This is an optimization exercise on Yosys and OpenROAD, whose aim is small area, not a production implementation.
Only simulation tests tie the RTL to the original design; equivalence was not proved.

==> flow/design.v (outline; a module is shown in full before it is edited, if it fits) <==
// module mod_add_sub_rc: 29 lines
// module mod_uni_add_sub: 12 lines
// module mod_div_by_2: 6 lines
// module mm_mul: 7 lines
// module mm_red: 81 lines
// module mul12: 385 lines
// module pe_unit: 167 lines
module pe_unit (
    input   logic           clk,
    input   logic           rst,
    input   logic           valid_i,
    input   logic [3:0]     ctrl_i,
    input   logic           mode_i,
    input   poly_arith_pkg::coeff_t         op_a0_i,
    input   poly_arith_pkg::coeff_t         op_a1_i,
    input   poly_arith_pkg::coeff_t         op_a2_i,
    input   poly_arith_pkg::coeff_t         op_a3_i,
    input   poly_arith_pkg::coeff_t         op_b0_i,
    input   poly_arith_pkg::coeff_t         op_b1_i,
    input   poly_arith_pkg::coeff_t         op_b2_i,
    input   poly_arith_pkg::coeff_t         op_b3_i,
    output  poly_arith_pkg::coeff_t         z0_o,
    output  poly_arith_pkg::coeff_t         z1_o,
    output  poly_arith_pkg::coeff_t         z2_o,
    output  poly_arith_pkg::coeff_t         z3_o,
    output  logic           valid_o
);
  // ...
==> flow/run.sh <==
#!/bin/bash
# synth_recipe.tcl (not shown) runs the flow's synth.tcl, then flattens the netlist and writes it again
# the make line also repeats each setting of config.mk as NAME=value (left out here)
make -C /OpenROAD-flow-scripts/flow DESIGN_CONFIG=/design/flow/config.mk WORK_HOME=/design/flow/orfs CLKGATE_MAP_FILE= SYNTH_SCRIPT=/design/flow/synth_recipe.tcl finish
==> flow/config.mk <==
export PLATFORM = sky130hd
export DESIGN_NAME = pe_unit
export DESIGN_NICKNAME = pe_unit
export VERILOG_FILES = /design/flow/design.v
export SDC_FILE = /design/flow/constraint.sdc
export NUM_CORES = 4
export LEC_CHECK = 0
export CAP_MARGIN = 20
export CORE_MARGIN = 2
export CORE_UTILIZATION = 45
export GPL_TIMING_DRIVEN = 0
export PLACE_DENSITY = 0.65
export SLEW_MARGIN = 20
==> flow/constraint.sdc <==
create_clock -name core_clock -period 9.5 [get_ports {clk}]
set_input_delay 1.9000 -clock core_clock [delete_from_list [all_inputs] [get_ports {clk}]]
set_output_delay 1.9000 -clock core_clock [all_outputs]
set_load 0.01 [all_outputs]
==> impl_metrics.toml, run 1 <==
[run_status]
status = "timing/DRC/antenna clean"

[cells_and_area]
layout.nets = 7453
multi_input_area_mm2 = 0.0392
seq_share_pct = 19.6
ff_latch_area_mm2 = 0.0121
nonClkBufAreaFrac_pct = 4.90
nNonClkBuffers = 468
multi_input_cells = 4477
seq_cell_count = 603

[synth]
synth_fp_nets = 7218
ys_seq_area_share_pct = 22.1
yosys-top-cells-count = "803 x nor2_1, 772 x inv_1, 624 x fa_1, 603 x dfxtp_1, 341 x nand2_1"
synth.avg_cell_area_um2 = 8.85
syn-cell-area_mm2 = 0.0546
synth_compound_area_share_pct = 13.6
synth_cell_types = 104

[timing]
hold_violations = 0
fin_skew_ns = 0.0408
fin_crit_ns = 9.26

[worst_setup_path]
cp_num_cells = 22
critical_path.slowest_cell = "o22ai_1"
crit_start = "ctrl_i[2]"
cp_data_arrival_time_ns = 9.66
r2r_start = "p[68]"

[routing]
antenna_left = 0
wl_met2_um = 93700
dr.pass1.iters = 14
drt-vias-per-instance = 5.84

[die]
row_count = 127
die_h_um = 352
taps = 1612

[place]
post-place-ws_ns = -1.40

[global_routing]
antenna_found_initial = 27
grt_use_met1_pct = 43.5
use_met3_pct = 11.3
busiest_layer = "met2"

[worst_hold_path]
hold_end = "d6[13]"
==> inputs of run 2 (changes only) <==
==> flow/flow/run.sh (new file) <==
#!/bin/bash
# Standard layout, with one netlist clean-up between synthesis and floorplan:
# flow/fixinv.py removes the inverters that synthesis leaves between full-adder
# cells (a full adder is self-dual, so a cell can take complemented inputs and
# give complemented outputs). Registers, ports and all other cells are kept.
set -euo pipefail
R=orfs/results/${FLOW_PLATFORM}/pe_unit/base
bash standard.sh synth > synth.log 2>&1
cp "$R/1_2_yosys.v" "$R/1_2_yosys.orig.v"
python3 flow/fixinv.py "$R/1_2_yosys.orig.v" "$R/1_2_yosys.v" > fixinv.log 2>&1
rm -f "$R/1_synth.odb" "$R/1_synth.sdc"
bash standard.sh finish > finish.log 2>&1
==> flow/flow/fixinv.py (new file) <==
#!/usr/bin/env python3
"""Remove inverters around full adders in a mapped sky130 netlist.

A full adder is self-dual: FA(~a, ~b, ~c) = (~sum, ~cout). Each FA cell may
therefore be "flipped" (fed complemented inputs, giving complemented outputs)
without changing what the design computes. This script collapses every
inverter, chooses by local search which FA cells to flip so that as few
signals as possible are needed in both polarities, and then puts back one
inverter for each signal that some load needs complemented. Flip-flops, ports
and every other cell keep their connections and polarity.

usage: fixinv.py IN.v OUT.v
"""
import re
import sys

INV = re.compile(r"^sky130_fd_sc_hd__(inv|clkinv)_\d+$")
FA = re.compile(r"^sky130_fd_sc_hd__fa_\d+$")
OUTPINS = {"X", "Y", "Q", "Q_N", "SUM", "COUT", "HI", "LO"}
FA_IN = ("A", "B", "CIN")


def main(src, dst):
    text = open(src).read()
    m = re.search(r"\bmodule\s+(\w+)\s*\((.*?)\);", text, re.S)
    body_start = m.end()
    end = text.rindex("endmodule")
    header, body = text[:body_start], text[body_start:end]
    ports = set()
    for d in re.finditer(r"^\s*(input|output|inout)\s+(\[[^\]]*\]\s*)?([^;]+);", body, re.M):
        for nm in d.group(3).split(","):
            ports.add(nm.strip())
    cell_re = re.compile(r"^\s*(sky130_fd_sc_hd__\w+)\s+(\S+)\s*\((.*?)\);\s*$", re.S | re.M)
    cells, order, decl_parts = {}, [], []
    pos = 0
    for cm in cell_re.finditer(body):
        decl_parts.append(body[pos:cm.start()])
        pos = cm.end()
        conns = {}
        for pm in re.finditer(r"\.(\w+)\(\s*(.*?)\s*\)\s*(,|$)", cm.group(3), re.S):
            conns[pm.group(1)] = pm.group(2)
        cells[cm.group(2)] = [cm.group(1), conns]
        order.append(cm.group(2))
    tail = body[pos:]
    decls = "".join(decl_parts)

    def is_port(net):
        return net.split("[")[0].strip() in ports

    drv = {}
    for n, (t, c) in cells.items():
        for p, net in c.items():
            if p in OUTPINS:
                drv[net] = (n, p)

    def is_inv(n):
        return INV.match(cells[n][0]) is not None

    # resolve a net through inverter chains to (source net, inverted)
    def resolve(net):
        inv = False
        seen = 0
        while True:
            d = drv.get(net)
            if d is None or not is_inv(d[0]) or seen > 50:
                return net, inv
            net = cells[d[0]][1]["A"]
            inv = not inv
            seen += 1

    # inverters whose output is a port must stay as they are (their input keeps
    # its polarity); keep them as ordinary cells
    keep_inv = set()
    for n in order:
        if is_inv(n) and is_port(cells[n][1]["Y"]):
            keep_inv.add(n)

    # loads in resolved form: list of (cell, pin, source, inverted)
    loads = []
    for n in order:
        t, c = cells[n]
        if is_inv(n) and n not in keep_inv:
            continue
        for p, net in c.items():
            if p in OUTPINS:
                continue
            if n in keep_inv:
                src_, inv = net, False   # keep exactly
            else:
                src_, inv = resolve(net)
            loads.append((n, p, src_, inv))
    # port outputs driven through inverters: the port net itself is a load
    # of its resolved source
    port_loads = []
    for net, (dn, dp) in drv.items():
        if is_port(net) and is_inv(dn) and dn not in keep_inv:
            pass  # (covered by keep_inv)

    fas = [n for n in order if FA.match(cells[n][0])
           and not is_port(cells[n][1]["SUM"]) and not is_port(cells[n][1]["COUT"])]
    x = {f: False for f in fas}

    # signal polarity: a signal driven by a flipped FA carries its complement
    def drv_flip(s):
        d = drv.get(s)
        return d is not None and d[0] in x and x[d[0]]

    by_src = {}
    for ld in loads:
        by_src.setdefault(ld[2], []).append(ld)

    def need_comp(s):
        # does any load of s need the complement of what the net carries?
        df = drv_flip(s)
        for (c, p, _, inv) in by_src.get(s, []):
            want = inv ^ (x[c] if c in x and p in FA_IN else False)
            if want ^ df:
                return True
        return False

    def touched(f):
        ss = set()
        c = cells[f][1]
        for p in FA_IN:
            ss.add(resolve(c[p])[0])
        for p in ("SUM", "COUT"):
            ss.add(c[p])
        return ss

    def cost(ss):
        return sum(1 for s in ss if need_comp(s))

    improved = True
    rounds = 0
    while improved and rounds < 20:
        improved = False
        rounds += 1
        for f in fas:
            ss = touched(f)
            before = cost(ss)
            x[f] = not x[f]
            after = cost(ss)
            if after < before:
                improved = True
            else:
                x[f] = not x[f]

    # rebuild the netlist
    newcells = {}
    neworder = []
    comp = {}
    newwires = []
    cnt = [0]

    def comp_net(s):
        if s not in comp:
            cnt[0] += 1
            nn = f"fixinv_n{cnt[0]}"
            newwires.append(nn)
            comp[s] = nn
            newcells[f"fixinv_i{cnt[0]}"] = ["sky130_fd_sc_hd__inv_1", {"A": R(s), "Y": nn}]
            neworder.append(f"fixinv_i{cnt[0]}")
        return comp[s]

    # outputs of flipped FAs carry the complement of the old net: new names
    ren = {}
    for f in fas:
        if x[f]:
            for p in ("SUM", "COUT"):
                cnt[0] += 1
                ren[cells[f][1][p]] = f"fixinv_c{cnt[0]}"
                newwires.append(f"fixinv_c{cnt[0]}")

    def R(net):
        return ren.get(net, net)

    n_inv_before = sum(1 for n in order if is_inv(n))
    for n in order:
        if is_inv(n) and n not in keep_inv:
            continue
        t, c = cells[n]
        nc = dict(c)
        if n not in keep_inv:
            for p, net in c.items():
                if p in OUTPINS:
                    continue
                s, inv = resolve(net)
                want = inv ^ (x[n] if n in x and p in FA_IN else False)
                nc[p] = comp_net(s) if (want ^ drv_flip(s)) else R(s)
        else:
            for p, net in c.items():
                if p not in OUTPINS:
                    nc[p] = R(net)
        for p, net in c.items():
            if p in OUTPINS:
                nc[p] = R(net)
        newcells[n] = [t, nc]
        neworder.insert(len(neworder), n)
    # a net that was driven by a removed inverter and read by nobody now needs no driver;
    # nets of flipped FA outputs keep their names (they now carry the complement)
    n_inv_after = sum(1 for n in neworder if INV.match(newcells[n][0]))
    out = [header, decls.rstrip("\n") + "\n"]
    for nn in newwires:
        out.append(f"  wire {nn};\n")
    for n in neworder:
        t, c = newcells[n]
        pins = ",\n".join(f"    .{p}({v} )" if v.startswith("\\") else f"    .{p}({v})"
                          for p, v in c.items())
        out.append(f"  {t} {n} (\n{pins}\n  );\n")
    out.append(tail)
    out.append(text[end:])
    open(dst, "w").write("".join(out))
    print(f"fixinv: {sum(x.values())} of {len(fas)} full adders flipped; "
          f"inverters {n_inv_before} -> {n_inv_after}", file=sys.stderr)


if __name__ == "__main__":
    main(sys.argv[1], sys.argv[2])
==> flow/standard.sh (new file) <==
#!/bin/bash
# synth_recipe.tcl (not shown) runs the flow's synth.tcl, then flattens the netlist and writes it again
# the make line also repeats each setting of config.mk as NAME=value (left out here)
make -C /OpenROAD-flow-scripts/flow DESIGN_CONFIG=/design/flow/config.mk WORK_HOME=/design/flow/orfs CLKGATE_MAP_FILE= SYNTH_SCRIPT=/design/flow/synth_recipe.tcl "${@:-finish}"
--- a/flow/config.mk
+++ b/flow/config.mk
@@ -9,5 +9,4 @@
 export CORE_MARGIN = 2
 export CORE_UTILIZATION = 45
-export GPL_TIMING_DRIVEN = 0
 export PLACE_DENSITY = 0.65
 export SLEW_MARGIN = 20
removed: flow/run.sh
==> run 2 against run 1 <==
Net effect:
- global-route usage fell by 3.4 points
- flip-flop and latch count did not move
- worst hold slack better by 0.0010 ns
- via count down 6.5%
- core utilization rose by 0.18 points
- cell count is 7.1% lower
==> impl_metrics.toml, run 2 <==
[run_status]
status = "timing/DRC/antenna clean"

[timing]
finalSetupViolations = 0
tns_ns = 0
tightest_slew_ns = 1.14
min_period_over_period_pct = 95.4
drv_slew = 0
fin_ws_ns = 0.440
rsz0062_at_grt = "yes"
max_slew_margin_pct = 21.9
hold_violations = 0
fin_skew_ns = 0.0539
fmax_mhz = 110
fin_crit_ns = 9.06

[routing]
wl_per_cell_um = 25.5
antenna_left = 0
drt-vias-per-instance = 5.87
wl_um = 192000
dr.pass1.iters = 6
drc = 0
via_count = 44104
drtIter0Drc = 4742

[cells_and_area]
final_cell_mix = "799 x nor2_1, 600 x fa_1, 589 x dfxtp_1, 341 x nand2_1, 335 x inv_1"
final_area_mm2 = 0.0600
areaGrowthSynthToFinish_pct = 13.4
ff_latch_area_mm2 = 0.0121
multi_input_area_mm2 = 0.0386
top_regs = "b1 (96), p (96), d2 (72)"
drive_gt1_share_pct = 13.0
mostFrequentLayoutCell = "nor2_1"
layout.nets = 6976
utilization_pct = 51.6
fillCellCount = 10783

[die]
die_area_mm2 = 0.120
row_count = 125
die_h_um = 347
core_region_area_mm2 = 0.116
io-pin-count = 153
die_w_um = 347
initial_core_util_pct = 45.5

[place]
placed_cell_area_mm2 = 0.0572
post-place-ws_ns = -0.365
port_buffers = 151
place.gp.congestion = 1.05
place_hpwl_um = 155000

[clock_tree]
path_clk_slew_ns = 0.06
cts_root_buffer = "clkbuf_16"
clock_latency_ns = 0.67
clock_path_buffers = 3
cts.sinks = 603
htreeDepth = 3
cts_hold_buf = 0
cts_tree = "yes"
cts_buffers = 71

[worst_setup_path]
r2r_setup_slack_ns = 0.44
r2r_cells = 34
critical_path.slowest_cell = "fa_1"
crit_required_ns = 10.09
cp_common_cell = "fa_1"
critPathCaptureType = "flip-flop"
critPathMaxFanout = 5
cp_data_arrival_time_ns = 9.65
cp-start-kind = "flip-flop"
path_class = "flip-flop to flip-flop"
max_stage_delay_ns = 0.46

[global_routing]
grt_use_total_pct = 31.6
antenna_found_initial = 9
grt_pass1_vias = 43400
grt_max_degree = 108
grt_pass1_wl_um = 282000
grt.overflow.total = 0

[synth]
synth.avg_cell_area_um2 = 9.24
yosys_warnings = 2
syn-cell-area_mm2 = 0.0529
synth_fp_nets = 6779
syn_inst = 5728

[worst_hold_path]
hold_path.class = "flip-flop to flip-flop"
min_path_cells = 0

[run]
max_cap_viol_count = 0
-- run 2: final timing paths --
kind          start  endpoint
max reg2reg   p[91]      z[9]
min reg2reg  d2[51]    d3[27]
min          d2[51]    d3[27]
max           p[91]      z[9]
-- run 2: what timing repair did --
item | in CTS | in global routing
pin swaps | 2 | 19
gates resized for setup | 15 | 61
setup endpoints to repair | 7 | 39
setup buffers | 0 | 5
endpoints found under the hold margin | 0 | 0
-- run 2: cell type report --
class / instances / area share (%)
clock buffers: 91 / 3.24
multi-input cells: 4477 / 64.3
flip-flops and latches: 603 / 20.2
repair buffers: 432 / 6.09
clock inverters: 39 / 0.874
diodes: 3 / 0.0125
well taps: 1524 / 3.18
inverters: 340 / 2.13
-- run 2: stage by stage --
stage	instances	hold slack [ns]
3_5_place_dp	7371	0.312
5_1_grt	7507	0.319
6_report	7509	0.308
3_3_place_gp	7370	0.310
2_1_floorplan	5728	0.310
4_1_cts	7501	0.296
-- run 2: worst max-delay path, delay by kind of cell, from the launching register on --
kind | cells | cell delay, ns
adder cells (fa/ha/maj) | 14 | 5.54
flip-flops | 1 | 0.40
AO/OA/AOI/OAI | 13 | 2.09
AND/OR/NAND/NOR | 3 | 0.39
buffers and inverters | 3 | 0.31
multiplexers | 1 | 0.26
-- run 2: layer usage --
metal / share of wire [%] / GRT usage [%] / wire (µm) / vias up
met5: 0.0068 / 0 / 13 / -
met4: 6.3 / 16.7 / 12000 / 2
met3: 9.4 / 6.70 / 18100 / 472
met2: 43 / 47.6 / 82700 / 2049
met1: 41 / 42.5 / 79000 / 21746
li1: - / - / - / 19835
==> inputs of run 3 (changes only) <==
--- a/flow/config.mk
+++ b/flow/config.mk
@@ -9,4 +9,5 @@
 export CORE_MARGIN = 2
 export CORE_UTILIZATION = 45
+export CTS_BUF_LIST = sky130_fd_sc_hd__clkbuf_8
 export PLACE_DENSITY = 0.65
 export SLEW_MARGIN = 20
==> run 3 against run 2 <==
Net effect:
- cell count increased by 0.79%
- setup slack got worse by 0.043 ns
- worst hold slack got worse by 0.025 ns
- critical path depth increased by 3
- clock-buffer cell count increased by 39
==> impl_metrics.toml, run 3 <==
[worst_setup_path]
cp-start-kind = "flip-flop"
r2r_setup_slack_ns = 0.40
max_stage_delay_ns = 0.56
crit_required_ns = 10.17
r2r_start = "p[60]"
critical_path.slowest_cell = "fa_1"
cp_num_buf_inv = 4
cp_common_cell = "fa_2"
reg2reg_to = "z[47]"
critPathCaptureType = "flip-flop"
path_class = "flip-flop to flip-flop"
critPathTopFamily = "adder cells"
cp_data_arrival_time_ns = 9.77
critPathMaxFanout = 5
r2r_cells = 37

[worst_hold_path]
hold_path.class = "flip-flop to flip-flop"
min_path_cells = 0
hold_start = "d2[68]"
hold_end = "d3[44]"

[die]
die_area_mm2 = 0.120
initial_core_util_pct = 45.5
io-pin-count = 153
die_w_um = 347
die_h_um = 347
core_region_area_mm2 = 0.116
row_count = 125

[cells_and_area]
multi_input_area_mm2 = 0.0386
final_cells = 7568
mostFrequentLayoutCell = "nor2_1"
final_cell_mix = "798 x nor2_1, 600 x fa_1, 589 x dfxtp_1, 362 x inv_1, 341 x nand2_1"
top_regs = "b1 (96), p (96), d2 (72)"
ff_latch_area_mm2 = 0.0121
fillCellCount = 10835
final_area_mm2 = 0.0598
layout.nets = 7008
areaGrowthSynthToFinish_pct = 13.1
drive_gt1_share_pct = 13.6

[clock_tree]
cts_hold_buf = 0
htreeDepth = 3
cts.sinks = 603
clock_latency_ns = 0.81
cts_root_buffer = "clkbuf_8"
cts_tree = "yes"
path_clk_slew_ns = 0.06
clock_path_buffers = 3
cts_buffers = 105

[run_status]
status = "timing/DRC/antenna clean"

[synth]
synth.avg_cell_area_um2 = 9.24
yosys_warnings = 2
synth_fp_nets = 6779
syn_inst = 5728
syn-cell-area_mm2 = 0.0529

[global_routing]
grt_pass1_vias = 43601
grt_pass1_wl_um = 283000
grt_use_total_pct = 31.6
antenna_found_initial = 7
grt_max_degree = 108
grt.overflow.total = 0

[routing]
wl_per_cell_um = 25.4
antenna_left = 0
drt-vias-per-instance = 5.82
wl_um = 192000
dr.pass1.iters = 8
drc = 0
via_count = 44014
drtIter0Drc = 4599

[timing]
finalSetupViolations = 0
hold_violations = 0
fin_skew_ns = 0.0584
fin_crit_ns = 9.10
drv_slew = 0
min_period_over_period_pct = 95.8
tightest_slew_ns = 1.22
tns_ns = 0
max_slew_margin_pct = 18.9
fmax_mhz = 110
fin_ws_ns = 0.397

[place]
port_buffers = 151
place_hpwl_um = 155000
post-place-ws_ns = -0.365
placed_cell_area_mm2 = 0.0572
dp_cells = 7371
place.gp.congestion = 1.05

[run]
max_cap_viol_count = 0
run 3: cell types whose count changed in the layout (fill, tap and decap cells not counted), sizes merged:
cell	delta
diode	-1
inv	+22
clkinvlp	+1
buf	-3
clkbuf	+40
run 3: final cells by class:
class                   count  area share (%)
diodes                      2         0.00836
clock buffers             130            2.99
clock inverters            62           0.886
inverters                 340            2.13
multi-input cells        4477            64.5
flip-flops and latches    603            20.2
well taps                1524            3.19
repair buffers            430            6.08
run 3: metrics by stage:
stage               hold WS (ns)  util (%)
global route               0.306      51.4
global placement           0.310      49.2
finish                     0.283      51.4
floorplan                  0.310         -
detailed placement         0.312      49.2
CTS                        0.292      51.2
run 3: worst max-delay path by stage:
stage / startpoint / to / depth (start not counted)
detailed placement: p[60] / z[47] / 37
global route: p[60] / z[47] / 37
finish: p[60] / z[47] / 37
CTS: p[60] / z[47] / 37
global placement: p[60] / z[47] / 37
floorplan: p[63] / z[47] / 36
run 3: routing by layer:
| layer | track usage, % | wire length [µm] | vias up |
|---|---|---|---|
| met5 | 0 | 39 | - |
| met4 | 17.1 | 12200 | 6 |
| met2 | 47.5 | 82600 | 2020 |
| li1 | - | - | 19898 |
| met3 | 7.13 | 18600 | 484 |
| met1 | 42.3 | 78600 | 21606 |
run 3: repair_timing:
action	4_1_cts	5_1_grt
endpoints found under the setup margin	6	38
gates resized for setup	14	63
pin swaps	2	19
setup buffers	0	2
run 3: worst reg2reg max path, delay by kind of cell, from the launching register on:
kind | cells | cell delay [ns]
flops | 1 | 0.36
xor+xnor | 3 | 0.45
fa+ha+maj | 15 | 5.52
simple gates | 4 | 0.43
mux | 2 | 0.51
compound gates | 9 | 1.44
buf+inv | 4 | 0.27
==> inputs of run 4 (changes only) <==
--- a/flow/flow/run.sh
+++ b/flow/flow/run.sh
@@ -4,4 +4,6 @@
 # cells (a full adder is self-dual, so a cell can take complemented inputs and
 # give complemented outputs). Registers, ports and all other cells are kept.
+# The port buffers that placement inserts are buf_1 cells (the standard flow
+# picks a larger cell for them); each port still gets its own buffer.
 set -euo pipefail
 R=orfs/results/${FLOW_PLATFORM}/pe_unit/base
@@ -10,3 +12,3 @@
 python3 flow/fixinv.py "$R/1_2_yosys.orig.v" "$R/1_2_yosys.v" > fixinv.log 2>&1
 rm -f "$R/1_synth.odb" "$R/1_synth.sdc"
-bash standard.sh finish > finish.log 2>&1
+bash standard.sh finish "BUFFER_PORTS_ARGS=-buffer_cell sky130_fd_sc_hd__buf_1" > finish.log 2>&1
--- a/flow/config.mk
+++ b/flow/config.mk
@@ -9,5 +9,5 @@
 export CORE_MARGIN = 2
 export CORE_UTILIZATION = 45
-export CTS_BUF_LIST = sky130_fd_sc_hd__clkbuf_8
+export CTS_BUF_LIST = sky130_fd_sc_hd__clkbuf_4 sky130_fd_sc_hd__clkbuf_8
 export PLACE_DENSITY = 0.65
 export SLEW_MARGIN = 20
==> run 4 against run 3 <==
Net effect:
- still clean
- die area stayed put
- non-clock buffer count up 12
- clock skew rose by 0.011 ns
- final area shrank 1.0%
- register-to-register slack got worse by 0.05 ns
- sequential share of layout area increased by 0.21 points
- first-iteration DRC count grew 6.0%
- largest cell class unchanged
- highest routed layer unchanged
==> impl_metrics.toml, run 4 <==
[run_status]
status = "timing/DRC/antenna clean"

[routing]
via_count = 44301
dr.pass1.iters = 6
antenna_left = 0
wl_per_cell_um = 25.0
drtIter0Drc = 4875
wl_um = 189000
drc = 0
drt-vias-per-instance = 5.85

[timing]
tns_ns = 0
finalSetupViolations = 0
hold_violations = 0
fin_crit_ns = 9.15
min_period_over_period_pct = 96.3
fin_skew_ns = 0.0696
drv_slew = 0
tightest_slew_ns = 1.12
max_slew_margin_pct = 24.0
fmax_mhz = 109

[worst_setup_path]
r2r_setup_slack_ns = 0.35
critPathCaptureType = "flip-flop"
r2r_cells = 41
critPathMaxFanout = 12
r2r_start = "p[36]"
reg2reg_to = "z[13]"
crit_required_ns = 10.15
path_class = "flip-flop to flip-flop"
cp_data_arrival_time_ns = 9.80
cp-start-kind = "flip-flop"
cp_common_cell = "fa_1"
max_stage_delay_ns = 0.56
critical_path.slowest_cell = "fa_1"

[cells_and_area]
drive_gt1_share_pct = 14.4
final_cell_mix = "797 x nor2_1, 598 x fa_1, 585 x dfxtp_1, 340 x nand2_1, 336 x inv_1"
top_regs = "b1 (96), p (96), d2 (72)"
mostFrequentLayoutCell = "nor2_1"
final_cells = 7579
layout.nets = 7019
final_area_mm2 = 0.0592
fillCellCount = 10798
areaGrowthSynthToFinish_pct = 11.9

[global_routing]
antenna_found_initial = 16
grt_use_total_pct = 31.2
grt_pass1_vias = 43374
grt_pass1_wl_um = 281000
grt_max_degree = 74
grt.overflow.total = 0

[clock_tree]
cts_buffers = 104
path_clk_slew_ns = 0.07
clock_latency_ns = 0.82
cts_root_buffer = "clkbuf_8"
cts.sinks = 603
clock_path_buffers = 3
cts_tree = "yes"
htreeDepth = 3

[synth]
syn-cell-area_mm2 = 0.0529
synth_fp_nets = 6779
synth.avg_cell_area_um2 = 9.24
syn_inst = 5728
yosys_warnings = 2

[place]
place_hpwl_um = 152000
placed_cell_area_mm2 = 0.0563
port_buffers = 151
place.gp.congestion = 1.03
dp_cells = 7380

[worst_hold_path]
hold_start = "d5[16]"
hold_end = "d6[16]"
hold_path.class = "flip-flop to flip-flop"
min_path_cells = 0

[die]
io-pin-count = 153
row_count = 125
core_region_area_mm2 = 0.116
die_h_um = 347
initial_core_util_pct = 45.5
die_area_mm2 = 0.120
die_w_um = 347

[run]
max_cap_viol_count = 0
[run 4: cell count changes in the layout (fill, tap and decap cells not counted), sizes merged, moves of 7 or more]
cell           delta
clkbuf           +25
clkdlybuf4s50   -150
inv              -24
clkinv            -7
bufinv            +7
buf             +160
[run 4: worst max-delay path: cells and delay by family, from the launching register on]
kind	cells	cell delay, ns
AO/OA/AOI/OAI	9	1.72
XOR/XNOR	1	0.17
adder cells (fa/ha/maj)	16	4.59
buffers and inverters	8	0.88
flip-flops	1	0.37
multiplexers	2	0.72
AND/OR/NAND/NOR	5	0.54
[run 4: metrics by stage]
stage	utilization [%]	worst slack, ns	hold WS (ns)
floorplan	-	0.00362	0.310
global placement	48.4	-0.381	0.310
detailed placement	48.4	-0.391	0.312
CTS	50.7	0.00647	0.317
global route	50.9	-0.0103	0.327
finish	50.9	0.348	0.324
[run 4: timing repair]
action / in CTS / in global routing
gates resized for setup: 14 / 68
setup endpoints to repair: 11 / 45
pin swaps: 2 / 15
setup buffers: 0 / 5
hold buffers: 0 / 0
[run 4: worst max-delay path by stage]
stage / start / endpoint / slack [ns] / depth (start not counted)
after detailed placement: p[60] / z[47] / -0.39 / 37
after global placement: p[60] / z[47] / -0.38 / 37
after CTS: p[36] / z[21] / 0.006 / 37
after floorplan: p[63] / z[47] / 0.004 / 36
after global routing: p[90] / z[9] / -0.01 / 34
final: p[36] / z[13] / 0.35 / 41
[run 4: area by class of cell]
type | count | area [µm²] | share of cell area, %
clock inverter | 35 | 604 | 1.02
clock buffer | 153 | 1960 | 3.30
sequential | 603 | 12100 | 20.4
multi-input combinational | 4477 | 38600 | 65.1
timing repair buffer | 442 | 2790 | 4.71
inverter | 340 | 1280 | 2.15
tap | 1524 | 1910 | 3.22
antenna | 5 | 12.5 | 0.0211
[run 4: per-layer routing]
metal	up-vias	track usage (%)	part of all wire, %
met5	-	0	0.027
met2	2134	46.9	43
met4	8	17.0	6.5
met3	533	7.34	9.8
met1	21702	41.5	41
li1	19924	-	-
==> inputs of run 5 (changes only) <==
--- a/flow/config.mk
+++ b/flow/config.mk
@@ -6,8 +6,8 @@
 export NUM_CORES = 4
 export LEC_CHECK = 0
-export CAP_MARGIN = 20
+export CAP_MARGIN = 5
 export CORE_MARGIN = 2
 export CORE_UTILIZATION = 45
 export CTS_BUF_LIST = sky130_fd_sc_hd__clkbuf_4 sky130_fd_sc_hd__clkbuf_8
 export PLACE_DENSITY = 0.65
-export SLEW_MARGIN = 20
+export SLEW_MARGIN = 5
==> run 5 against run 4 <==
Net effect:
- final area hardly changed
- die area unchanged
- still clean
- fmax is 0.73% lower
- critical path type unchanged
==> impl_metrics.toml, run 5 <==
[run_status]
status = "timing/DRC/antenna clean"

[cells_and_area]
final_cell_mix = "797 x nor2_1, 598 x fa_1, 585 x dfxtp_1, 340 x nand2_1, 336 x inv_1"
areaGrowthSynthToFinish_pct = 11.9
final_area_mm2 = 0.0592
fillCellCount = 10800
mostFrequentLayoutCell = "nor2_1"
top_regs = "b1 (96), p (96), d2 (72)"
layout.nets = 7018
drive_gt1_share_pct = 14.3
utilization_pct = 50.9

[synth]
yosys_warnings = 2
syn_inst = 5728
synth_fp_nets = 6779
synth.avg_cell_area_um2 = 9.24
syn-cell-area_mm2 = 0.0529

[die]
die_area_mm2 = 0.120
initial_core_util_pct = 45.5
row_count = 125
io-pin-count = 153
die_w_um = 347
die_h_um = 347
core_region_area_mm2 = 0.116

[clock_tree]
htreeDepth = 3
cts_buffers = 104
path_clk_slew_ns = 0.07
cts_root_buffer = "clkbuf_8"
cts_tree = "yes"
clock_latency_ns = 0.81
clock_path_buffers = 3
cts.sinks = 603
cts_hold_buf = 0

[global_routing]
grt_use_total_pct = 31.2
antenna_found_initial = 16
grt_pass1_wl_um = 281000
grt_pass1_vias = 43374
grt_max_degree = 74
grt.overflow.total = 0

[routing]
drt-vias-per-instance = 5.85
drtIter0Drc = 4748
wl_um = 190000
antenna_left = 0
drc = 0
wl_per_cell_um = 25.1
dr.pass1.iters = 7
via_count = 44331

[timing]
max_slew_margin_pct = 18.7
finalSetupViolations = 0
hold_violations = 0
fmax_mhz = 108
tightest_slew_ns = 1.21
fin_crit_ns = 9.22
drv_slew = 0
fin_skew_ns = 0.0700
min_period_over_period_pct = 97.0

[place]
place_hpwl_um = 152000
port_buffers = 151
placed_cell_area_mm2 = 0.0563
place.gp.congestion = 1.03

[worst_setup_path]
cp-start-kind = "flip-flop"
critPathMaxFanout = 12
path_class = "flip-flop to flip-flop"
critical_path.slowest_cell = "fa_1"
critPathCaptureType = "flip-flop"
crit_required_ns = 10.11
cp_data_arrival_time_ns = 9.83
max_stage_delay_ns = 0.57
cp_common_cell = "fa_1"

[worst_hold_path]
hold_path.class = "flip-flop to flip-flop"

[run]
max_cap_viol_count = 0
==> run 5: cell types whose count changed in the layout (fill, tap and decap cells not counted) <==
cell     before  now
mux2i_2       6    4
buf_16        1    0
mux2i_1     254  256
==> run 5: worst paths after layout <==
kind,endpoint,cells after the start,slack [ns],from
worst max-delay path,z[15],42,0.28,p[36]
worst min register to register,d7[10],0,0.33,d6[10]
worst max register to register,z[15],42,0.28,p[36]
worst min-delay path,d7[10],0,0.33,d6[10]
==> run 5: what timing repair did <==
item                                    4_1_cts  5_1_grt
resized for setup                            14       68
cloned                                        0        0
pin swaps                                     2       15
buffers inserted                              0        5
endpoints found under the setup margin       11       45
==> run 5: cell type report <==
type,instances,area [µm²],area share (%)
antenna,5,12.5,0.0211
tap,1524,1910,3.22
multi-input combinational,4477,38600,65.2
sequential,603,12100,20.5
clock inverter,35,604,1.02
timing repair buffer,441,2760,4.67
clock buffer,153,1960,3.30
inverter,340,1280,2.16
==> run 5: stage by stage <==
stage / setup slack [ns] / setup TNS (ns) / std cells / hold WS (ns)
2_1_floorplan: 0.00362 / 0 / 5728 / 0.310
3_3_place_gp: -0.381 / -0.675 / 7380 / 0.310
3_5_place_dp: -0.391 / -0.908 / 7380 / 0.312
4_1_cts: 0.00647 / 0 / 7568 / 0.317
5_1_grt: -0.0103 / -0.0127 / 7575 / 0.327
6_report: 0.281 / 0 / 7578 / 0.325
==> run 5: layer usage <==
metal,routed length [µm],global-route usage [%],part of all wire (%),up-vias
met3,19100,7.34,10,542
met1,76800,41.5,40,21704
met2,81800,46.9,43,2164
met4,12100,17.0,6.4,6
li1,-,-,-,19915
met5,41,0,0.022,-
==> run 5: critical path: cells and delay by family, from the launching register on <==
kind	cells	cell delay (ns)
DFF	1	0.37
xor gates and xnor gates	1	0.17
muxes	1	0.16
AOI/OAI and AO/OA	10	2.24
and+or+nand+nor	6	0.60
adders and majority gates	16	4.60
buffers and inverters	8	0.88
==> inputs of run 6 (changes only) <==
--- a/flow/config.mk
+++ b/flow/config.mk
@@ -6,8 +6,8 @@
 export NUM_CORES = 4
 export LEC_CHECK = 0
-export CAP_MARGIN = 5
+export CAP_MARGIN = 20
 export CORE_MARGIN = 2
-export CORE_UTILIZATION = 45
+export CORE_UTILIZATION = 60
 export CTS_BUF_LIST = sky130_fd_sc_hd__clkbuf_4 sky130_fd_sc_hd__clkbuf_8
-export PLACE_DENSITY = 0.65
-export SLEW_MARGIN = 5
+export PLACE_DENSITY = 0.75
+export SLEW_MARGIN = 20
==> run 6 against run 5 <==
Net effect:
- setup slack better by 0.077 ns
- worst hold slack got worse by 0.0044 ns
- fmax up 0.84%
- global-route usage grew 9.0 points
- synthesized cell count unchanged
- flip-flop and latch count unchanged
- synthesized area unchanged
- first-iteration DRC count rose by 10%
- register-to-register slack improved by 0.08 ns
- largest cell class unchanged
==> impl_metrics.toml, run 6 <==
[synth]
syn-cell-area_mm2 = 0.0529
syn_inst = 5728
synth_fp_nets = 6779
synth.avg_cell_area_um2 = 9.24
yosys_warnings = 2

[global_routing]
grt.overflow.total = 0
grt_use_total_pct = 40.2
antenna_found_initial = 18
grt_pass1_vias = 43895
grt_max_degree = 82
grt_pass1_wl_um = 270000

[die]
die_area_mm2 = 0.0906
io-pin-count = 153
core_region_area_mm2 = 0.0870
row_count = 108
die_h_um = 301
die_w_um = 301
initial_core_util_pct = 60.8

[routing]
drt-vias-per-instance = 6.26
drc = 0
top_layer_used = "met5"
wl_um = 182000
dr.pass1.iters = 9
via_count = 44873
drt-met1-wl_um = 69200
drtIter0Drc = 5237
wl_met3_um = 23300
antenna_left = 0
wl_per_cell_um = 25.4
wl_met2_um = 77300

[place]
place.gp.congestion = 1.07
place_hpwl_um = 145000
port_buffers = 151

[run]
max_cap_viol_count = 0

[clock_tree]
path_clk_slew_ns = 0.06
cts_root_buffer = "clkbuf_8"
htreeDepth = 3
cts_tree = "yes"
cts.sinks = 603
clock_latency_ns = 0.84
clock_path_buffers = 3
cts_buffers = 101

[worst_setup_path]
cp-start-kind = "flip-flop"
crit_required_ns = 10.12
critical_path.slowest_cell = "mux2i_1"
critPathTopFamily = "adder cells"
critPathMaxFanout = 10
critPathCaptureType = "flip-flop"
cp_num_buf_inv = 5
path_class = "flip-flop to flip-flop"
max_stage_delay_ns = 0.64
cp_data_arrival_time_ns = 9.76

[timing]
max_slew_margin_pct = 16.6
drv_slew = 0
finalSetupViolations = 0
rsz0062_at_grt = "yes"
fmax_mhz = 109
hold_violations = 0
fin_skew_ns = 0.108
fin_crit_ns = 9.14
tightest_slew_ns = 1.25
min_period_over_period_pct = 96.2
timing.hold.ws_ns = 0.321

[cells_and_area]
top_regs = "b1 (96), p (96), d2 (72)"
mostFrequentLayoutCell = "nor2_1"
layout.nets = 6978
drive_gt1_share_pct = 14.0
final_cell_mix = "794 x nor2_1, 601 x fa_1, 582 x dfxtp_1, 341 x nand2_1, 335 x inv_1"
areaGrowthSynthToFinish_pct = 10.2

[worst_hold_path]
hold_path.class = "flip-flop to flip-flop"

[run_status]
status = "timing/DRC/antenna clean"
[run 6: timing repair]
| action | 4_1_cts | 5_1_grt |
|---|---|---|
| setup endpoints to repair | 8 | 49 |
| pin swaps | 6 | 19 |
| buffers inserted | 2 | 7 |
| gates resized for setup | 22 | 76 |
| hold buffers | 0 | 0 |
[run 6: layer usage]
metal,vias to the layer above,track usage (%)
met4,28,22.3
met5,-,0
met2,2599,59.6
met1,21801,52.1
met3,624,13.0
li1,19821,-
[run 6: area by class of cell]
cell class	count	area, µm²
Tap cell	1155	1450
Inverter	340	1280
Clock inverter	36	526
Multi-Input combinational cell	4477	38700
Antenna cell	9	22.5
Timing Repair Buffer	404	2490
Fill cell	7042	28700
Clock buffer	140	1790
Sequential cell	603	12100
[run 6: final timing paths]
path	from	endpoint	slack [ns]	cells past startpoint
worst max-delay path	p[13]	z[26]	0.36	39
worst min-delay path	d2[64]	d3[40]	0.32	0
worst max register to register	p[13]	z[26]	0.36	39
worst min register to register	d2[64]	d3[40]	0.32	0
[run 6: stage by stage]
step / TNS, ns / utilization (%) / std cells / area [µm²] / setup slack [ns]
after detailed placement: -1.22 / 63.9 / 6969 / 55600 / -0.394
after global placement: -0.689 / 63.9 / 6968 / 55600 / -0.354
after floorplan: 0 / - / 5728 / 52900 / 0.00362
after global routing: -0.137 / 67.0 / 7156 / 58300 / -0.0562
final: 0 / 67.0 / 7164 / 58300 / 0.357
after CTS: 0 / 66.7 / 7147 / 58000 / 0.00444
[run 6: worst register-to-register path: cells and delay by family, from the launching register on]
family,cells,cell delay [ns]
compound gates,11,1.84
xor+xnor,1,0.19
fa+ha+maj,16,5.00
buf+inv,5,0.35
flops,1,0.35
mux,2,0.87
simple gates,4,0.37
==> module mod_div_by_2, before the edit <==
module mod_div_by_2 (
    input  logic [11:0] op_i,
    output logic [11:0] op_o
);
    assign op_o = {1'b0, op_i[11:1]} + (op_i[0] ? 12'd1665 : 12'd0);
endmodule
==> module mm_mul, before the edit <==
module mm_mul (
    input  logic [11:0] a_i,
    input  logic [11:0] b_i,
    output logic [23:0] p_o
);
    mul12 u_mul (.a(a_i), .b(b_i), .p(p_o));
endmodule
==> module pe_unit, before the edit <==
module pe_unit (
    input   logic           clk,
    input   logic           rst,
    input   logic           valid_i,
    input   logic [3:0]     ctrl_i,
    input   logic           mode_i,
    input   poly_arith_pkg::coeff_t         op_a0_i,
    input   poly_arith_pkg::coeff_t         op_a1_i,
    input   poly_arith_pkg::coeff_t         op_a2_i,
    input   poly_arith_pkg::coeff_t         op_a3_i,
    input   poly_arith_pkg::coeff_t         op_b0_i,
    input   poly_arith_pkg::coeff_t         op_b1_i,
    input   poly_arith_pkg::coeff_t         op_b2_i,
    input   poly_arith_pkg::coeff_t         op_b3_i,
    output  poly_arith_pkg::coeff_t         z0_o,
    output  poly_arith_pkg::coeff_t         z1_o,
    output  poly_arith_pkg::coeff_t         z2_o,
    output  poly_arith_pkg::coeff_t         z3_o,
    output  logic           valid_o
);
    logic m_as, m_comp, m_intt, m_ntt, m_cwm;
    assign m_as   = ~ctrl_i[3] & ~ctrl_i[2];                
    assign m_comp =  ctrl_i[2] & ~ctrl_i[1];                
    assign m_intt =  ctrl_i[2] &  ctrl_i[1];                
    assign m_ntt  =  ctrl_i[3] & ~ctrl_i[2] &  ctrl_i[1];   
    assign m_cwm  =  ctrl_i[3] & ~ctrl_i[2] & ~ctrl_i[1];   
    logic r_as, r_comp, r_intt, r_ntt, r_cwm, r_intt4, r_lat4;
    always_ff @(posedge clk) begin
        r_as    <= m_as;
        r_comp  <= m_comp;
        r_intt  <= m_intt;
        r_ntt   <= m_ntt;
        r_cwm   <= m_cwm;
        r_intt4 <= m_intt & ~mode_i;                 
        r_lat4  <= (m_ntt | m_intt) & mode_i;        
    end
    logic [8:1] v;
    always_ff @(posedge clk) begin
        if (rst) begin
            v <= '0;
        end else begin
            v[1] <= valid_i;
            v[2] <= v[1] & ~r_as;
            v[3] <= v[2];
            v[4] <= v[3] & ~r_comp;
            v[5] <= v[4] & ~r_lat4;
            v[6] <= v[5];
            v[7] <= v[6];
            v[8] <= v[7];
        end
    end
    assign valid_o = r_as ? v[1] : r_comp ? v[3] : r_lat4 ? v[4] : v[8];
    logic [7:0][11:0] b1;
    logic [5:0][11:0] d2;
    logic [3:0][11:0] d3;
    logic [4:0][11:0] d4;
    logic [2:0][11:0] d5;
    logic [2:0][11:0] d6;
    logic [3:0][11:0] d7;
    logic [3:0][11:0] z;
    logic [3:0][23:0] p;      
    logic [3:0][11:0] r;      
    logic [3:0][11:0] ma, mb;
    logic [3:0][23:0] mp;
    logic [3:0][11:0] mr;
    assign ma[0] = r_intt4 ? d2[1] : b1[2];
    assign mb[0] = r_intt4 ? d2[3] : b1[4];
    assign ma[1] = r_intt4 ? d4[1] : b1[1];
    assign mb[1] = r_intt4 ? d4[3] : b1[5];
    assign ma[2] = r_intt4 ? d4[2] : b1[3];
    assign mb[2] = r_intt4 ? d4[4] : b1[6];
    assign ma[3] = (r_ntt | r_cwm) ? d4[3] : r_comp ? b1[0] : b1[2];
    assign mb[3] = (r_ntt | r_cwm) ? d4[4] : b1[7];
    for (genvar k = 0; k < 4; k++) begin : g_mm
        mm_mul u_mul (.a_i(ma[k]), .b_i(mb[k]), .p_o(mp[k]));
        mm_red u_red (.p_i(p[k]), .r_o(mr[k]));
    end
    logic [7:0][11:0] as_a, as_b, as_r;
    logic [7:0]       as_sub;
    assign as_a[0]   = m_ntt ? d3[0] : op_a0_i;
    assign as_b[0]   = m_ntt ? r[0] : m_as ? op_b0_i : op_a1_i;
    assign as_sub[0] = m_as & mode_i;
    assign as_a[1]   = m_ntt ? d3[0] : m_as ? op_a1_i : op_a0_i;
    assign as_b[1]   = m_ntt ? r[0] : m_as ? op_b1_i : op_a1_i;
    assign as_sub[1] = m_as ? mode_i : ~m_cwm;
    assign as_a[2]   = (m_ntt | m_cwm) ? r[1] : op_a2_i;
    assign as_b[2]   = (m_ntt | m_cwm) ? r[2] : m_as ? op_b2_i : op_a3_i;
    assign as_sub[2] = m_as & mode_i;
    assign as_a[3]   = m_ntt ? r[1] : m_as ? op_a3_i : op_a2_i;
    assign as_b[3]   = m_ntt ? r[2] : m_as ? op_b3_i : op_a3_i;
    assign as_sub[3] = m_as ? mode_i : ~m_cwm;
    assign as_a[4]   = r_intt ? b1[0] : d4[0];
    assign as_b[4]   = r_intt ? b1[1] : d4[2];
    assign as_sub[4] = 1'b0;
    assign as_a[5]   = as_a[4];
    assign as_b[5]   = as_b[4];
    assign as_sub[5] = 1'b1;
    assign as_a[6]   = r_intt ? d3[1] : d6[2];
    assign as_b[6]   = r[3];
    assign as_sub[6] = 1'b0;
    assign as_a[7]   = r_intt ? r[3] : d6[2];
    assign as_b[7]   = r_intt ? d3[1] : r[3];
    assign as_sub[7] = 1'b1;
    for (genvar k = 0; k < 4; k++) begin : g_as_fast
        mod_uni_add_sub u_as (.op1_i(as_a[k]), .op2_i(as_b[k]), .is_sub_i(as_sub[k]), .result_o(as_r[k]));
    end
    for (genvar k = 4; k < 8; k++) begin : g_as_rc
        mod_add_sub_rc u_as (.op1_i(as_a[k]), .op2_i(as_b[k]), .is_sub_i(as_sub[k]), .result_o(as_r[k]));
    end
    logic [11:0] h_in, h_q, h_z0, h_z2;
    mod_div_by_2 u_div_q  (.op_i(d2[0]), .op_o(h_q));
    assign h_in = r_intt4 ? h_q : d2[0];
    mod_div_by_2 u_div_z0 (.op_i(h_in), .op_o(h_z0));
    mod_div_by_2 u_div_z2 (.op_i(r[0]), .op_o(h_z2));
    always_ff @(posedge clk) begin
        b1[0] <= m_intt ? as_r[0] : op_a0_i;
        b1[1] <= m_intt ? as_r[2] : m_cwm ? op_a0_i : op_a1_i;
        b1[2] <= (m_intt | m_cwm) ? as_r[1] : op_a2_i;
        b1[3] <= m_intt ? as_r[3] : m_cwm ? op_a1_i : op_a3_i;
        b1[4] <= m_cwm ? as_r[3] : m_comp ? op_b2_i : op_b0_i;
        b1[5] <= m_cwm ? op_a2_i : op_b1_i;
        b1[6] <= m_cwm ? op_a3_i : m_comp ? op_b3_i : op_b2_i;
        b1[7] <= (m_comp | m_cwm) ? op_b0_i : op_b3_i;
        p <= mp;
        r <= mr;
        d2[0] <= r_intt4 ? as_r[4] : b1[0];
        d2[1] <= r_intt4 ? as_r[5] : b1[7];
        d2[2] <= b1[3];
        d2[3] <= b1[4];
        d2[4] <= b1[5];
        d2[5] <= b1[6];
        d3[0] <= r_intt ? h_z0 : d2[0];
        d3[1] <= r_intt4 ? d2[2] : d2[1];
        d3[2] <= d2[4];
        d3[3] <= d2[5];
        d4[0] <= r_ntt ? as_r[0] : r_cwm ? r[0] : d3[0];
        d4[1] <= r_ntt ? as_r[1] : r_cwm ? r[1] : as_r[6];
        d4[2] <= r_intt ? as_r[7] : as_r[2];
        d4[3] <= r_ntt ? as_r[3] : r_cwm ? r[2] : d3[2];
        d4[4] <= r_intt ? d3[3] : d3[1];
        d5[0] <= r_intt ? d4[0] : as_r[4];
        d5[1] <= r_intt ? h_z2 : as_r[5];
        d5[2] <= d4[1];
        d6 <= d5;
        d7[0] <= d6[0];
        d7[1] <= r_intt ? r[1] : r_cwm ? as_r[6] : d6[1];
        d7[2] <= r_ntt ? as_r[6] : d6[1];
        d7[3] <= r_intt ? r[2] : as_r[7];
        if (m_as) begin
            z <= as_r[3:0];
        end else if (r_comp) begin
            z[0] <= mr[3]; z[1] <= mr[1]; z[2] <= mr[0]; z[3] <= mr[2];
        end else if (r_lat4) begin
            if (r_ntt) begin
                z <= as_r[3:0];
            end else begin
                z[0] <= d3[0]; z[1] <= r[0]; z[2] <= r[1]; z[3] <= r[2];
            end
        end else begin
            z <= d7;
        end
    end
    assign z0_o = z[0];
    assign z1_o = z[1];
    assign z2_o = z[2];
    assign z3_o = z[3];
endmodule
==> inputs of run 7 (changes only) <==
--- a/flow/design.v
+++ b/flow/design.v
@@ -68,16 +68,29 @@
     output logic [11:0] op_o
 );
-    assign op_o = {1'b0, op_i[11:1]} + (op_i[0] ? 12'd1665 : 12'd0);
+    localparam logic [11:0] H = 12'd1665;
+    logic [11:0] x, k;
+    logic [12:0] c;
+    assign x = {1'b0, op_i[11:1]};
+    assign k = H & {12{op_i[0]}};
+    assign c[0] = 1'b0;
+    for (genvar i = 0; i < 12; i++) begin : g_r
+        assign op_o[i] = x[i] ^ k[i] ^ c[i];
+        assign c[i+1] = (x[i] & k[i]) | (c[i] & (x[i] ^ k[i]));
+    end
 endmodule
 module mm_mul (
     input  logic [11:0] a_i,
     input  logic [11:0] b_i,
-    output logic [23:0] p_o
+    output logic [12:0] x_o,
+    output logic [12:0] y_o
 );
-    mul12 u_mul (.a(a_i), .b(b_i), .p(p_o));
+    logic [23:0] p;
+    mul12 u_mul (.a(a_i), .b(b_i), .p(p));
+    mm_red_a u_red_a (.p_i(p), .x_o(x_o), .y_o(y_o));
 endmodule
-module mm_red (
+module mm_red_a (
     input  logic [23:0] p_i,
-    output logic [11:0] r_o
+    output logic [12:0] x_o,
+    output logic [12:0] y_o
 );
     logic [3:0] l1_s;
@@ -129,11 +142,18 @@
     assign x1 = l1 ^ l2 ^ l3;
     assign y1 = (l1 & l2) | (l1 & l3) | (l2 & l3);
-    logic [12:0] x2, y2, e1, e2;
+    logic [12:0] e0, e1, e2;
+    assign e0 = {1'b0, x1};
     assign e1 = {y1, 1'b0};
     assign e2 = {1'b0, p_i[11:0]};
-    assign x2 = {1'b0, x1} ^ e1 ^ e2;
-    assign y2 = ({1'b0, x1} & e1) | ({1'b0, x1} & e2) | (e1 & e2);
+    assign x_o = e0 ^ e1 ^ e2;
+    assign y_o = (e0 & e1) | (e0 & e2) | (e1 & e2);
+endmodule
+module mm_red_b (
+    input  logic [12:0] x_i,
+    input  logic [12:0] y_i,
+    output logic [11:0] r_o
+);
     logic [13:0] s;
-    assign s = 14'(x2) + {y2, 1'b0};
+    assign s = 14'(x_i) + {y_i, 1'b0};
     logic [12:0] k0, k1, f0, f1;
     always_comb begin
@@ -603,8 +623,8 @@
     logic [3:0][11:0] d7;
     logic [3:0][11:0] z;
-    logic [3:0][23:0] p;      
+    logic [3:0][12:0] px, py;  
     logic [3:0][11:0] r;      
     logic [3:0][11:0] ma, mb;
-    logic [3:0][23:0] mp;
+    logic [3:0][12:0] mx, my;
     logic [3:0][11:0] mr;
     assign ma[0] = r_intt4 ? d2[1] : b1[2];
@@ -614,23 +634,23 @@
     assign ma[2] = r_intt4 ? d4[2] : b1[3];
     assign mb[2] = r_intt4 ? d4[4] : b1[6];
-    assign ma[3] = (r_ntt | r_cwm) ? d4[3] : r_comp ? b1[0] : b1[2];
+    assign ma[3] = ({12{r_ntt | r_cwm}} & d4[3]) | ({12{r_comp}} & b1[0]) | ({12{r_intt}} & b1[2]);
     assign mb[3] = (r_ntt | r_cwm) ? d4[4] : b1[7];
     for (genvar k = 0; k < 4; k++) begin : g_mm
-        mm_mul u_mul (.a_i(ma[k]), .b_i(mb[k]), .p_o(mp[k]));
-        mm_red u_red (.p_i(p[k]), .r_o(mr[k]));
+        mm_mul  u_mul (.a_i(ma[k]), .b_i(mb[k]), .x_o(mx[k]), .y_o(my[k]));
+        mm_red_b u_red (.x_i(px[k]), .y_i(py[k]), .r_o(mr[k]));
     end
     logic [7:0][11:0] as_a, as_b, as_r;
     logic [7:0]       as_sub;
     assign as_a[0]   = m_ntt ? d3[0] : op_a0_i;
-    assign as_b[0]   = m_ntt ? r[0] : m_as ? op_b0_i : op_a1_i;
+    assign as_b[0]   = ({12{m_ntt}} & r[0]) | ({12{m_as}} & op_b0_i) | ({12{m_intt | m_cwm}} & op_a1_i);
     assign as_sub[0] = m_as & mode_i;
-    assign as_a[1]   = m_ntt ? d3[0] : m_as ? op_a1_i : op_a0_i;
-    assign as_b[1]   = m_ntt ? r[0] : m_as ? op_b1_i : op_a1_i;
+    assign as_a[1]   = ({12{m_ntt}} & d3[0]) | ({12{m_as}} & op_a1_i) | ({12{m_intt | m_cwm}} & op_a0_i);
+    assign as_b[1]   = ({12{m_ntt}} & r[0]) | ({12{m_as}} & op_b1_i) | ({12{m_intt | m_cwm}} & op_a1_i);
     assign as_sub[1] = m_as ? mode_i : ~m_cwm;
     assign as_a[2]   = (m_ntt | m_cwm) ? r[1] : op_a2_i;
-    assign as_b[2]   = (m_ntt | m_cwm) ? r[2] : m_as ? op_b2_i : op_a3_i;
+    assign as_b[2]   = ({12{m_ntt | m_cwm}} & r[2]) | ({12{m_as}} & op_b2_i) | ({12{m_intt}} & op_a3_i);
     assign as_sub[2] = m_as & mode_i;
-    assign as_a[3]   = m_ntt ? r[1] : m_as ? op_a3_i : op_a2_i;
-    assign as_b[3]   = m_ntt ? r[2] : m_as ? op_b3_i : op_a3_i;
+    assign as_a[3]   = ({12{m_ntt}} & r[1]) | ({12{m_as}} & op_a3_i) | ({12{m_intt | m_cwm}} & op_a2_i);
+    assign as_b[3]   = ({12{m_ntt}} & r[2]) | ({12{m_as}} & op_b3_i) | ({12{m_intt | m_cwm}} & op_a3_i);
     assign as_sub[3] = m_as ? mode_i : ~m_cwm;
     assign as_a[4]   = r_intt ? b1[0] : d4[0];
@@ -659,12 +679,13 @@
     always_ff @(posedge clk) begin
         b1[0] <= m_intt ? as_r[0] : op_a0_i;
-        b1[1] <= m_intt ? as_r[2] : m_cwm ? op_a0_i : op_a1_i;
+        b1[1] <= ({12{m_intt}} & as_r[2]) | ({12{m_cwm}} & op_a0_i) | ({12{m_ntt | m_comp}} & op_a1_i);
         b1[2] <= (m_intt | m_cwm) ? as_r[1] : op_a2_i;
-        b1[3] <= m_intt ? as_r[3] : m_cwm ? op_a1_i : op_a3_i;
-        b1[4] <= m_cwm ? as_r[3] : m_comp ? op_b2_i : op_b0_i;
+        b1[3] <= ({12{m_intt}} & as_r[3]) | ({12{m_cwm}} & op_a1_i) | ({12{m_ntt | m_comp}} & op_a3_i);
+        b1[4] <= ({12{m_cwm}} & as_r[3]) | ({12{m_comp}} & op_b2_i) | ({12{m_ntt | m_intt}} & op_b0_i);
         b1[5] <= m_cwm ? op_a2_i : op_b1_i;
-        b1[6] <= m_cwm ? op_a3_i : m_comp ? op_b3_i : op_b2_i;
+        b1[6] <= ({12{m_cwm}} & op_a3_i) | ({12{m_comp}} & op_b3_i) | ({12{m_ntt | m_intt}} & op_b2_i);
         b1[7] <= (m_comp | m_cwm) ? op_b0_i : op_b3_i;
-        p <= mp;
+        px <= mx;
+        py <= my;
         r <= mr;
         d2[0] <= r_intt4 ? as_r[4] : b1[0];
@@ -678,8 +699,8 @@
         d3[2] <= d2[4];
         d3[3] <= d2[5];
-        d4[0] <= r_ntt ? as_r[0] : r_cwm ? r[0] : d3[0];
-        d4[1] <= r_ntt ? as_r[1] : r_cwm ? r[1] : as_r[6];
+        d4[0] <= ({12{r_ntt}} & as_r[0]) | ({12{r_cwm}} & r[0]) | ({12{r_intt}} & d3[0]);
+        d4[1] <= ({12{r_ntt}} & as_r[1]) | ({12{r_cwm}} & r[1]) | ({12{r_intt}} & as_r[6]);
         d4[2] <= r_intt ? as_r[7] : as_r[2];
-        d4[3] <= r_ntt ? as_r[3] : r_cwm ? r[2] : d3[2];
+        d4[3] <= ({12{r_ntt}} & as_r[3]) | ({12{r_cwm}} & r[2]) | ({12{r_intt}} & d3[2]);
         d4[4] <= r_intt ? d3[3] : d3[1];
         d5[0] <= r_intt ? d4[0] : as_r[4];
@@ -688,19 +709,14 @@
         d6 <= d5;
         d7[0] <= d6[0];
-        d7[1] <= r_intt ? r[1] : r_cwm ? as_r[6] : d6[1];
+        d7[1] <= ({12{r_intt}} & r[1]) | ({12{r_cwm}} & as_r[6]) | ({12{r_ntt}} & d6[1]);
         d7[2] <= r_ntt ? as_r[6] : d6[1];
         d7[3] <= r_intt ? r[2] : as_r[7];
-        if (m_as) begin
+        if (m_as | (r_ntt & r_lat4)) begin
             z <= as_r[3:0];
-        end else if (r_comp) begin
-            z[0] <= mr[3]; z[1] <= mr[1]; z[2] <= mr[0]; z[3] <= mr[2];
-        end else if (r_lat4) begin
-            if (r_ntt) begin
-                z <= as_r[3:0];
-            end else begin
-                z[0] <= d3[0]; z[1] <= r[0]; z[2] <= r[1]; z[3] <= r[2];
-            end
         end else begin
-            z <= d7;
+            z[0] <= ({12{r_comp}} & mr[3]) | ({12{r_intt & r_lat4}} & d3[0]) | ({12{~r_comp & ~r_lat4}} & d7[0]);
+            z[1] <= ({12{r_comp}} & mr[1]) | ({12{r_intt & r_lat4}} & r[0]) | ({12{~r_comp & ~r_lat4}} & d7[1]);
+            z[2] <= ({12{r_comp}} & mr[0]) | ({12{r_intt & r_lat4}} & r[1]) | ({12{~r_comp & ~r_lat4}} & d7[2]);
+            z[3] <= ({12{r_comp}} & mr[2]) | ({12{r_intt & r_lat4}} & r[2]) | ({12{~r_comp & ~r_lat4}} & d7[3]);
         end
     end
==> flow/flow/run.sh (replaced) <==
#!/bin/bash
# Standard layout, with one netlist clean-up between synthesis and floorplan:
# flow/fixinv.py removes the inverters that synthesis leaves between full-adder
# cells (a full adder is self-dual, so a cell can take complemented inputs and
# give complemented outputs). Registers, ports and all other cells are kept.
set -euo pipefail
R=orfs/results/${FLOW_PLATFORM}/pe_unit/base
bash standard.sh synth > synth.log 2>&1
cp "$R/1_2_yosys.v" "$R/1_2_yosys.orig.v"
python3 flow/fixinv.py "$R/1_2_yosys.orig.v" "$R/1_2_yosys.v" > fixinv.log 2>&1
rm -f "$R/1_synth.odb" "$R/1_synth.sdc"
bash standard.sh finish > finish.log 2>&1
--- a/flow/config.mk
+++ b/flow/config.mk
@@ -8,6 +8,5 @@
 export CAP_MARGIN = 20
 export CORE_MARGIN = 2
-export CORE_UTILIZATION = 60
-export CTS_BUF_LIST = sky130_fd_sc_hd__clkbuf_4 sky130_fd_sc_hd__clkbuf_8
-export PLACE_DENSITY = 0.75
+export CORE_UTILIZATION = 45
+export PLACE_DENSITY = 0.65
 export SLEW_MARGIN = 20
==> run 7 against run 6 <==
Net effect:
- still clean
- core utilization fell by 17 points
- clock skew fell by 0.069 ns
- sequential share of layout area fell by 0.50 points
- critical path depth fell by 19
- cell count rose by 5.6%
- wire length rose by 2.7%
==> impl_metrics.toml, run 7 <==
[worst_setup_path]
path_class = "flip-flop to flip-flop"
cp-start-kind = "flip-flop"
critPathCaptureType = "flip-flop"
critPathTopFamily = "adder cells"
worstPathCellList = "mux2i_1 > nor2_1 > fa_1 > fa_1 > fa_1 > fa_1 > fa_1 > fa_1 > inv_1 > nor2b_1 > o2111ai_1 > nand3_1 > a2111oi_0 > nor2_1 > xnor2_1 > nor2_1 > or3b_2 > fa_1 > inv_1 > fa_1"
cp_data_arrival_time_ns = 9.39
max_stage_delay_ns = 0.95
cp_num_buf_inv = 2
critical_path.slowest_cell = "a2111oi_0"
cp_common_cell = "fa_1"
critPathMaxFanout = 35
crit_required_ns = 10.03

[place]
port_buffers = 151
placed_cell_area_mm2 = 0.0576
place_hpwl_um = 149000
place.gp.congestion = 1.06

[synth]
synth.avg_cell_area_um2 = 9.32
syn-cell-area_mm2 = 0.0540
syn_inst = 5789
synth_fp_nets = 6862
yosys_warnings = 2

[routing]
drt-vias-per-instance = 5.91
drc = 0
antenna_left = 0
wl_per_cell_um = 24.7
wl_um = 187000
via_count = 44722
drtIter0Drc = 5425
dr.pass1.iters = 8

[clock_tree]
clock_latency_ns = 0.67
cts.sinks = 607
postCtsSetupRepairBufs = 0
htreeDepth = 3
cts_root_buffer = "clkbuf_16"
path_clk_slew_ns = 0.07
cts_hold_buf = 0
ctsResizeCount = 0
cts_tree = "yes"
clock_path_buffers = 3
cts_buffers = 69

[timing]
hold_violations = 0
fin_skew_ns = 0.0390
drv_slew = 0
tightest_slew_ns = 1.04
min_period_over_period_pct = 93.3
timing.hold.ws_ns = 0.318
fmax_mhz = 113
rsz0062_at_grt = "no"
tns_ns = 0
finalSetupViolations = 0
fin_crit_ns = 8.86
max_slew_margin_pct = 29.2

[die]
core_region_area_mm2 = 0.119
die_w_um = 350
row_count = 127
die_area_mm2 = 0.123
die_h_um = 350
initial_core_util_pct = 45.2
io-pin-count = 153

[worst_hold_path]
hold_path.class = "flip-flop to flip-flop"

[global_routing]
grt_pass1_vias = 43788
antenna_found_initial = 13
grt_pass1_wl_um = 277000
grt_max_degree = 77
grt_use_total_pct = 30.4
grt.overflow.total = 0

[cells_and_area]
regMostFlops = "b1"
fillCellCount = 11071
drive_gt1_share_pct = 10.7
areaGrowthSynthToFinish_pct = 11.2
largest_register_ffs = 96
top_regs = "b1 (96), d2 (72), d4 (60)"
mostFrequentLayoutCell = "nor2_1"
layout.nets = 6965
final_area_mm2 = 0.0600
final_cell_mix = "664 x nor2_1, 633 x fa_1, 602 x dfxtp_1, 468 x inv_1, 415 x nand2_1"

[run_status]
status = "timing/DRC/antenna clean"

[run]
max_cap_viol_count = 0
[run 7: metrics by stage]
stage / util [%] / setup slack [ns] / instances
finish: 50.2 / 0.638 / 7565
global route: 50.2 / 0.149 / 7558
CTS: 50.2 / 0.827 / 7555
detailed placement: 48.2 / 0.862 / 7433
global placement: 48.2 / 0.959 / 7433
floorplan: - / 1.37 / 5789
[run 7: routing by layer]
layer | track usage [%] | up-vias | share of wire, %
li1 | - | 19886 | -
met1 | 39.6 | 21899 | 40
met3 | 9.09 | 545 | 11
met2 | 45.3 | 2382 | 43
met5 | 0.392 | - | 0.061
met4 | 15.9 | 10 | 6.3
[run 7: final cells by class]
| type | instances | area [µm²] | share of cell area, % |
|---|---|---|---|
| diodes | 10 | 25.0 | 0.0417 |
| clock buffers | 84 | 1880 | 3.14 |
| clock inverters | 38 | 493 | 0.822 |
| inverters | 468 | 1760 | 2.93 |
| multi-input cells | 4440 | 39000 | 65.0 |
| flip-flops and latches | 607 | 12200 | 20.3 |
| well taps | 1612 | 2020 | 3.36 |
| repair buffers | 306 | 2690 | 4.48 |
[run 7: worst paths after layout]
check / cells after the start / slack (ns) / start / endpoint
hold / removal: 0 / 0.32 / d5[26] / d6[26]
setup reg to reg: 20 / 0.64 / r_intt4 / px[7]
hold reg to reg: 0 / 0.32 / d5[26] / d6[26]
setup / recovery: 20 / 0.64 / r_intt4 / px[7]

separate check: timing with driven ports:
Ports are ideal in the flow. The routed layouts listed here were re-timed in OpenROAD. Step 1 (the two cells are an assumption about what drives the block):
set clk [get_ports {clk}]
set_driving_cell -lib_cell sky130_fd_sc_hd__clkbuf_16 $clk
set_driving_cell -lib_cell sky130_fd_sc_hd__buf_2 [delete_from_list [all_inputs] $clk]
Step 2 also shifts input and output timing later by t, the mid clock arrival at the registers, as if the neighbouring blocks saw the same clock. Slacks: ideal ports / drivers / drivers and shift; pairs: ideal ports / drivers.
run | t, ns | setup WS [ns] | worst setup path at the end | clock arrival spread, ns | pins driven straight from the clock port
run 1 | 0.735 | 0.236 / 0.243 / -0.446 | input to register | 0.042 / 0.042 | 1
run 2 | 0.717 | 0.440 / 0.440 / 0.440 | register to register | 0.055 / 0.054 | 1
run 3 | 0.852 | 0.397 / 0.397 / 0.397 | register to register | 0.060 / 0.060 | 1
run 4 | 0.865 | 0.348 / 0.348 / 0.348 | register to register | 0.070 / 0.070 | 1
run 5 | 0.861 | 0.281 / 0.281 / 0.281 | register to register | 0.072 / 0.072 | 1
run 6 | 0.855 | 0.357 / 0.357 / 0.357 | register to register | 0.113 / 0.113 | 1
run 7 | 0.720 | 0.638 / 0.638 / 0.638 | register to register | 0.039 / 0.039 | 1
With both steps, setup timing fails in run 1, where it was met with ideal ports. The setup slack of run 1, which loses most, moves by +0.007 ns with the drivers and by -0.682 ns with both steps.
